What follows belongs to an exercise in optimizing a design on an open flow for small area, a short achievable clock period and few clock cycles per item; a production flow would make more cautious choices. At most, simulation tests tie the RTL to the original design; equivalence was not proved.

==> run B <==
Design polinomio, start of the top module:
module polinomio(clk, inicio, reset, a, b, c, x, saida, pronto, livre);
    input clk;
    input inicio;
    input reset;
    input [15:0] a;
    input [15:0] b;
    input [15:0] c;
    input [15:0] x;
    output [15:0] saida;
    output pronto;
    output livre;
    reg [15:0] acc;
    reg livre_r;    
    reg pronto_r;
    wire [15:0] m = livre_r ? a : acc;
    wire [15:0] kn = livre_r ? ~b : ~c;    
    wire [15:0] y;
    mac16 u0(m, x, kn, y);
    always @(posedge clk) begin
        acc <= y;
        if (reset) begin
            livre_r <= 1'b1;
            pronto_r <= 1'b0;
        end else begin
            livre_r <= ~(livre_r & inicio);
            pronto_r <= ~livre_r;
        end
    end
    assign saida = acc;
    assign pronto = pronto_r;
    assign livre = livre_r;
endmodule
export LEC_CHECK = 0
export CAP_MARGIN = 20
export CORE_MARGIN = 2
export CORE_UTILIZATION = 40
export SETUP_SLACK_MARGIN = 3.4
export SLEW_MARGIN = 20
export SYNTH_HIERARCHICAL = 1
create_clock -name core_clock -period 9.0 [get_ports {clk}]
standard.sh (not shown) runs the stock make flow with config.mk's settings and CLKGATE_MAP_FILE= SYNTH_SCRIPT=/design/flow/synth_recipe.tcl, a recipe that flattens the netlist after the stock synthesis.
==> flow/flow/run.sh <==
#!/bin/bash
# Standard ORFS layout with two changes: the port buffers are
# sky130_fd_sc_hd__buf_1, and after the floorplan every combinational cell is
# set to its smallest drive strength (downsize.tcl), so that the later timing
# repair only upsizes the cells that need it.
set -euo pipefail
export BUFFER_PORTS_ARGS="-buffer_cell sky130_fd_sc_hd__buf_1"
bash standard.sh floorplan > floorplan.log 2>&1
R=orfs/results/$FLOW_PLATFORM/polinomio/base
openroad -no_init -exit flow/downsize.tcl > downsize.log 2>&1
bash standard.sh finish > finish.log 2>&1
==> flow/flow/downsize.tcl <==
# Set each combinational cell of the floorplan to the smallest drive strength
# of its function (same name with _1, or _0 where that exists).
set r orfs/results/$::env(FLOW_PLATFORM)/polinomio/base
foreach lib [glob $::env(FLOW_HOME)/platforms/$::env(FLOW_PLATFORM)/lib/*tt*.lib] { read_liberty $lib }
read_db $r/2_floorplan.odb
set n 0
foreach inst [[ord::get_db_block] getInsts] {
  set m [[$inst getMaster] getName]
  if {![regexp {^(sky130_fd_sc_hd__)(mux2i?|a\w+|o\w+|nand\w*|nor\w*|and\w*|or\w*|xor\w*|xnor\w*|inv|ha|fa)_(\d+)$} $m -> pre fn sz]} { continue }
  if {$sz <= 1} { continue }
  foreach s {1} {
    set cand ${pre}${fn}_$s
    if {[[ord::get_db] findMaster $cand] ne "NULL"} {
      if {[catch {replace_cell [$inst getName] $cand} err]} { puts "skip [$inst getName]: $err" } else { incr n; puts "[$inst getName] $m -> $cand" }
      break
    }
  }
}
puts "downsized $n cells"
write_db $r/2_floorplan.odb
==> inputs of run H, as changes to run B <==
--- a/flow/design.v
+++ b/flow/design.v
@@ -148,29 +148,29 @@
     wire s141;
     xnor_cell h142(p32, c138, s141);
     wire c142;
     or_cell o142(p32, c138, c142);
     wire s143, c144;
     fa_cell f144(kn[3], p19, p33, s143, c144);
     wire s145, c146;
-    fa_cell f146(p4, p46, c140, s145, c146);
+    fa_cell f146(p4, p46, c142, s145, c146);
     wire s147;
-    xnor_cell h148(s143, c142, s147);
+    xnor_cell h148(c140, s143, s147);
     wire c148;
-    or_cell o148(s143, c142, c148);
+    or_cell o148(c140, s143, c148);
     wire s149, c150;
     fa_cell f150(kn[4], p20, p34, s149, c150);
     wire s151, c152;
     fa_cell f152(p47, p5, p59, s151, c152);
     wire s153, c154;
     fa_cell f154(c144, s149, s151, s153, c154);
     wire s155;
-    xnor_cell h156(c146, c148, s155);
+    xnor_cell h156(c148, c146, s155);
     wire c156;
-    or_cell o156(c146, c148, c156);
+    or_cell o156(c148, c146, c156);
     wire s157, c158;
     fa_cell f158(kn[5], p21, p35, s157, c158);
     wire s159, c160;
     fa_cell f160(p48, p6, p60, s159, c160);
     wire s161, c162;
     fa_cell f162(p71, c150, c152, s161, c162);
     wire s163, c164;
@@ -186,17 +186,17 @@
     wire s171, c172;
     fa_cell f172(p72, p82, c158, s171, c172);
     wire s173, c174;
     fa_cell f174(c160, s167, s169, s173, c174);
     wire s175, c176;
     fa_cell f176(c162, s171, s173, s175, c176);
     wire s177;
-    xnor_cell h178(c164, c166, s177);
+    xnor_cell h178(c166, c164, s177);
     wire c178;
-    or_cell o178(c164, c166, c178);
+    or_cell o178(c166, c164, c178);
     wire s179, c180;
     fa_cell f180(kn[7], p23, p37, s179, c180);
     wire s181, c182;
     fa_cell f182(p50, p62, p73, s181, c182);
     wire s183, c184;
     fa_cell f184(p8, p83, p92, s183, c184);
     wire s185, c186;
@@ -240,17 +240,17 @@
     wire s219, c220;
     fa_cell f220(s211, s213, c200, s219, c220);
     wire s221, c222;
     fa_cell f222(s215, c202, s217, s221, c222);
     wire s223, c224;
     fa_cell f224(c204, s219, s221, s223, c224);
     wire s225;
-    xnor_cell h226(c206, s223, s225);
+    xnor_cell h226(c206, c208, s225);
     wire c226;
-    or_cell o226(c206, s223, c226);
+    or_cell o226(c206, c208, c226);
     wire s227, c228;
     fa_cell f228(kn[10], p103, p11, s227, c228);
     wire s229, c230;
     fa_cell f230(p110, p116, p26, s229, c230);
     wire s231, c232;
     fa_cell f232(p40, p53, p65, s231, c232);
     wire s233, c234;
@@ -262,17 +262,17 @@
     wire s239, c240;
     fa_cell f240(s233, c216, c218, s239, c240);
     wire s241, c242;
     fa_cell f242(s235, s237, c220, s241, c242);
     wire s243, c244;
     fa_cell f244(c222, s239, s241, s243, c244);
     wire s245;
-    xnor_cell h246(c224, s243, s245);
+    xnor_cell h246(c224, c226, s245);
     wire c246;
-    or_cell o246(c224, s243, c246);
+    or_cell o246(c224, c226, c246);
     wire s247, c248;
     fa_cell f248(kn[11], p104, p111, s247, c248);
     wire s249, c250;
     fa_cell f250(p117, p12, p122, s249, c250);
     wire s251, c252;
     fa_cell f252(p27, p41, p54, s251, c252);
     wire s253, c254;
@@ -402,48 +402,48 @@
     wire s369, c370;
     fa_cell f370(s363, c336, c338, s369, c370);
     wire s371, c372;
     fa_cell f372(s365, s367, c340, s371, c372);
     wire s373, c374;
     fa_cell f374(s369, c342, s371, s373, c374);
     wire s375;
-    xnor_cell h376(c344, s373, s375);
+    xnor_cell h376(c344, c346, s375);
     wire [15:0] g, p;
     nor_cell gn0(kn[0], p1, g[0]);
     xor_cell pn0(kn[0], p1, p[0]);
     nor_cell gn1(p2, s137, g[1]);
     xor_cell pn1(p2, s137, p[1]);
     nor_cell gn2(s141, s139, g[2]);
     xor_cell pn2(s141, s139, p[2]);
     nor_cell gn3(s147, s145, g[3]);
     xor_cell pn3(s147, s145, p[3]);
     nor_cell gn4(s155, s153, g[4]);
     xor_cell pn4(s155, s153, p[4]);
     nor_cell gn5(s165, s163, g[5]);
     xor_cell pn5(s165, s163, p[5]);
-    nor_cell gn6(s175, s177, g[6]);
-    xor_cell pn6(s175, s177, p[6]);
-    nor_cell gn7(s189, s191, g[7]);
-    xor_cell pn7(s189, s191, p[7]);
-    nor_cell gn8(s205, s207, g[8]);
-    xor_cell pn8(s205, s207, p[8]);
-    nor_cell gn9(c208, s225, g[9]);
-    xor_cell pn9(c208, s225, p[9]);
-    nor_cell gn10(c226, s245, g[10]);
-    xor_cell pn10(c226, s245, p[10]);
+    nor_cell gn6(s177, s175, g[6]);
+    xor_cell pn6(s177, s175, p[6]);
+    nor_cell gn7(s191, s189, g[7]);
+    xor_cell pn7(s191, s189, p[7]);
+    nor_cell gn8(s207, s205, g[8]);
+    xor_cell pn8(s207, s205, p[8]);
+    nor_cell gn9(s223, s225, g[9]);
+    xor_cell pn9(s223, s225, p[9]);
+    nor_cell gn10(s243, s245, g[10]);
+    xor_cell pn10(s243, s245, p[10]);
     nor_cell gn11(c246, s267, g[11]);
     xor_cell pn11(c246, s267, p[11]);
     nor_cell gn12(c268, s291, g[12]);
     xor_cell pn12(c268, s291, p[12]);
     nor_cell gn13(c292, s317, g[13]);
     xor_cell pn13(c292, s317, p[13]);
     nor_cell gn14(c318, s345, g[14]);
     xor_cell pn14(c318, s345, p[14]);
-    nor_cell gn15(c346, s375, g[15]);
-    xor_cell pn15(c346, s375, p[15]);
+    nor_cell gn15(s373, s375, g[15]);
+    xor_cell pn15(s373, s375, p[15]);
     wire G377;
     ao21_cell a377(g[1], p[1], g[0], G377);
     wire G378;
     ao21_cell a378(g[2], p[2], G377, G378);
     wire G379;
     ao21_cell a379(g[3], p[3], G378, G379);
     wire G380;
@@ -456,42 +456,50 @@
     ao21_cell a383(g[7], p[7], G382, G383);
     wire G384;
     ao21_cell a384(g[8], p[8], G383, G384);
     wire G385;
     ao21_cell a385(g[9], p[9], G384, G385);
     wire G386;
     ao21_cell a386(g[10], p[10], G385, G386);
-    wire G387;
-    ao21_cell a387(g[11], p[11], G386, G387);
-    wire C388;
-    ao21_cell a388(g[12], p[12], G387, C388);
+    wire C387;
+    ao21_cell a387(g[11], p[11], G386, C387);
+    wire G388;
     wire G389;
-    wire G390;
-    ao21_cell a390(g[13], p[13], g[12], G390);
-    wire P391;
-    and2_cell n391(p[13], p[12], P391);
-    ao21_cell a389(G390, P391, G387, G389);
-    wire C392;
-    ao21_cell a392(g[14], p[14], G389, C392);
+    ao21_cell a389(g[12], p[12], g[11], G389);
+    wire P390;
+    and2_cell n390(p[12], p[11], P390);
+    ao21_cell a388(G389, P390, G386, G388);
+    wire C391;
+    wire G392;
+    ao21_cell a392(g[13], p[13], g[12], G392);
+    wire P393;
+    and2_cell n393(p[13], p[12], P393);
+    ao21_cell a391(G392, P393, C387, C391);
+    wire G394;
+    wire G395;
+    ao21_cell a395(g[14], p[14], g[13], G395);
+    wire P396;
+    and2_cell n396(p[14], p[13], P396);
+    ao21_cell a394(G395, P396, G388, G394);
     assign y[0] = p[0];
     xor_cell sn1(p[1], g[0], y[1]);
     xor_cell sn2(p[2], G377, y[2]);
     xor_cell sn3(p[3], G378, y[3]);
     xor_cell sn4(p[4], G379, y[4]);
     xor_cell sn5(p[5], G380, y[5]);
     xor_cell sn6(p[6], G381, y[6]);
     xor_cell sn7(p[7], G382, y[7]);
     xor_cell sn8(p[8], G383, y[8]);
     xor_cell sn9(p[9], G384, y[9]);
     xor_cell sn10(p[10], G385, y[10]);
     xor_cell sn11(p[11], G386, y[11]);
-    xor_cell sn12(p[12], G387, y[12]);
-    xor_cell sn13(p[13], C388, y[13]);
-    xor_cell sn14(p[14], G389, y[14]);
-    xor_cell sn15(p[15], C392, y[15]);
+    xor_cell sn12(p[12], C387, y[12]);
+    xor_cell sn13(p[13], G388, y[13]);
+    xor_cell sn14(p[14], C391, y[14]);
+    xor_cell sn15(p[15], G394, y[15]);
 endmodule
 module fa_cell(a, b, c, s, co);
     input a, b, c;
     output s, co;
     assign s = a ^ b ^ c;
     assign co = (a & b) | (a & c) | (b & c);
 endmodule
==> flow/flow/run.sh (replaced) <==
#!/bin/bash
# Standard ORFS layout, except that the port buffers are sky130_fd_sc_hd__buf_1.
set -o pipefail
cp standard.sh standard.sh.txt
export BUFFER_PORTS_ARGS="-buffer_cell sky130_fd_sc_hd__buf_1"
bash standard.sh > standard.log 2>&1
Settings changed: SETUP_SLACK_MARGIN 3.4 to 3.0.
removed: flow/flow/downsize.tcl
==> inputs of run R, as changes to run B <==
Settings changed: CORE_UTILIZATION 40 to 55, SETUP_SLACK_MARGIN 3.4 to 3.2.
==> inputs of run P, as changes to run B <==
--- a/flow/design.v
+++ b/flow/design.v
@@ -455,43 +455,59 @@
     wire G383;
     ao21_cell a383(g[7], p[7], G382, G383);
     wire G384;
     ao21_cell a384(g[8], p[8], G383, G384);
     wire G385;
     ao21_cell a385(g[9], p[9], G384, G385);
     wire G386;
-    ao21_cell a386(g[10], p[10], G385, G386);
     wire G387;
-    ao21_cell a387(g[11], p[11], G386, G387);
-    wire C388;
-    ao21_cell a388(g[12], p[12], G387, C388);
+    ao21_cell a387(g[10], p[10], g[9], G387);
+    wire P388;
+    and2_cell n388(p[10], p[9], P388);
+    ao21_cell a386(G387, P388, G384, G386);
     wire G389;
+    ao21_cell a389(g[11], p[11], G386, G389);
     wire G390;
-    ao21_cell a390(g[13], p[13], g[12], G390);
-    wire P391;
-    and2_cell n391(p[13], p[12], P391);
-    ao21_cell a389(G390, P391, G387, G389);
-    wire C392;
-    ao21_cell a392(g[14], p[14], G389, C392);
+    wire G391;
+    ao21_cell a391(g[12], p[12], g[11], G391);
+    wire P392;
+    and2_cell n392(p[12], p[11], P392);
+    ao21_cell a390(G391, P392, G386, G390);
+    wire G393;
+    wire G394;
+    ao21_cell a394(g[13], p[13], G391, G394);
+    wire P395;
+    and2_cell n395(p[13], P392, P395);
+    ao21_cell a393(G394, P395, G386, G393);
+    wire G396;
+    wire G397;
+    wire G398;
+    ao21_cell a398(g[14], p[14], g[13], G398);
+    wire P399;
+    and2_cell n399(p[14], p[13], P399);
+    ao21_cell a397(G398, P399, G391, G397);
+    wire P400;
+    and2_cell n400(P399, P392, P400);
+    ao21_cell a396(G397, P400, G386, G396);
     assign y[0] = p[0];
     xor_cell sn1(p[1], g[0], y[1]);
     xor_cell sn2(p[2], G377, y[2]);
     xor_cell sn3(p[3], G378, y[3]);
     xor_cell sn4(p[4], G379, y[4]);
     xor_cell sn5(p[5], G380, y[5]);
     xor_cell sn6(p[6], G381, y[6]);
     xor_cell sn7(p[7], G382, y[7]);
     xor_cell sn8(p[8], G383, y[8]);
     xor_cell sn9(p[9], G384, y[9]);
     xor_cell sn10(p[10], G385, y[10]);
     xor_cell sn11(p[11], G386, y[11]);
-    xor_cell sn12(p[12], G387, y[12]);
-    xor_cell sn13(p[13], C388, y[13]);
-    xor_cell sn14(p[14], G389, y[14]);
-    xor_cell sn15(p[15], C392, y[15]);
+    xor_cell sn12(p[12], G389, y[12]);
+    xor_cell sn13(p[13], G390, y[13]);
+    xor_cell sn14(p[14], G393, y[14]);
+    xor_cell sn15(p[15], G396, y[15]);
 endmodule
 module fa_cell(a, b, c, s, co);
     input a, b, c;
     output s, co;
     assign s = a ^ b ^ c;
     assign co = (a & b) | (a & c) | (b & c);
 endmodule
@@ -516,14 +532,25 @@
     assign y = a ^ b;
 endmodule
 module and2_cell(a, b, y);
     input a, b;
     output y;
     assign y = a & b;
 endmodule
+module booth_enc(x1, x0, xm1, one, two);
+    input x1, x0, xm1;
+    output one, two;
+    assign one = x0 ^ xm1;
+    assign two = (x1 & ~x0 & ~xm1) | (~x1 & x0 & xm1);
+endmodule
+module booth_sel(one, mj, two, mjm1, neg, ppn);
+    input one, mj, two, mjm1, neg;
+    output ppn;
+    assign ppn = ~(((one & mj) | (two & mjm1)) ^ neg);
+endmodule
 module ao21_cell(a, b, c, y);
     input a, b, c;
     output y;
     assign y = a | (b & c);
 endmodule
 module polinomio(clk, inicio, reset, a, b, c, x, saida, pronto, livre);
     input clk;
Settings changed: SETUP_SLACK_MARGIN 3.4 to 3.2.
==> key figures <==
Run status
  – Status: complete, no violations

Global route
  – Met3 usage: 2.88%
  – Gr usage total: roughly 27%

Drt
  – Metal3 WL: 649 um
  – DR WL met2: 5.47 mm

Worst hold path
  – Worst hold path depth: 1

Final layout
  – #MultiIn Comb: around 370

Clock network
  – Post-CTS setup buffer count: 0

Floorplanning
  – Die width: approximately 90 um
-- figures above: run R

==> key figures <==
Clock network
  – Post-CTS setup buffer count: 0

Drt
  – DR WL met2: roughly 5.3 mm
  – Metal3 WL: 719 um

Logic synthesis
  – Cell count after synthesis: ~410

Final layout
  – #MultiIn Comb: 370

Run status
  – Status: complete, no violations

Worst hold path
  – Worst hold path depth: 1

Global route
  – Met3 usage: 2.91%

Floorplanning
  – Die width: 107 um
-- figures above: run H

==> key figures <==
Floorplanning
  – Die width: approximately 110 um

Worst hold path
  – Worst hold path depth: 1

Run status
  – Status: complete, no violations

Final layout
  – Most common cell after layout, fill and taps aside: nand2_1
  – Top flop regs: acc (16), livre_r (1), pronto_r (1)

Drt
  – Metal3 WL: roughly 990 um

Logic synthesis
  – #FFs+latches synth: 18
  – Synth area leader: fa_1

Global route
  – Met3 usage: approximately 3.5%
  – Gr usage total: between 20 and 25%
-- figures above: run P

==> key figures <==
Run status
  – Status: complete, no violations

Global route
  – Gr usage total: approximately a fifth
  – Met3 usage: around 3.3%

Drt
  – Metal3 WL: 1.08 mm
  – WL final: roughly 12 mm
  – DR WL met2: around 6.0 mm

Logic synthesis
  – Number of flops mapped to enable cells by yosys: 0

Worst hold path
  – Worst hold path depth: 2

Clock network
  – CTS sink count: 18
  – Worst skew pair latency: approximately 0.27 ns
  – Post-CTS setup buffer count: 4

Final layout
  – #MultiIn Comb: 370

Floorplanning
  – Die width: 107 um
-- figures above: run B

Testbench counts of run B, summed over its fixed seeds: cycles 6,400, items 3,200.
Testbench counts of run H, summed over its fixed seeds: cycles 6,400, items 3,200.
Testbench counts of run R, summed over its fixed seeds: cycles 6,400, items 3,200.
Only the layout flow was run in run P; the RTL was not checked for function there.

## separate check: timing with driven ports
Ports are ideal in the flow. The routed layouts listed here were re-timed in OpenROAD. Step 1 (the two cells are an assumption about what drives the block):
set clk [get_ports {clk}]
set_driving_cell -lib_cell sky130_fd_sc_hd__clkbuf_16 $clk
set_driving_cell -lib_cell sky130_fd_sc_hd__buf_2 [delete_from_list [all_inputs] $clk]
Step 2, shift: input delay + t, output delay - t, t = (earliest + latest rising clock arrival at the registers) / 2. This alone moves slack from input paths to output paths. Slacks: no drivers / after step 1 / after step 2; pairs: no drivers / after step 1.
run | t, ns | setup slack, ns | hold slack, ns | worst setup path at the end
run B | 0.294 | 3.409 / 3.417 / 3.123 | 1.063 / 1.063 / 1.063 | input to register
run H | 0.297 | 3.214 / 3.225 / 2.927 | 0.514 / 0.514 / 0.514 | input to register
run R | 0.292 | 3.327 / 3.337 / 3.045 | 0.628 / 0.628 / 0.628 | input to register
run P | 0.296 | 3.296 / 3.309 / 3.013 | 0.510 / 0.510 / 0.510 | input to register
After both steps setup and hold are still met in every run listed. The setup slack of run H, which loses most, moves by +0.011 ns with the drivers and by -0.287 ns with both steps.
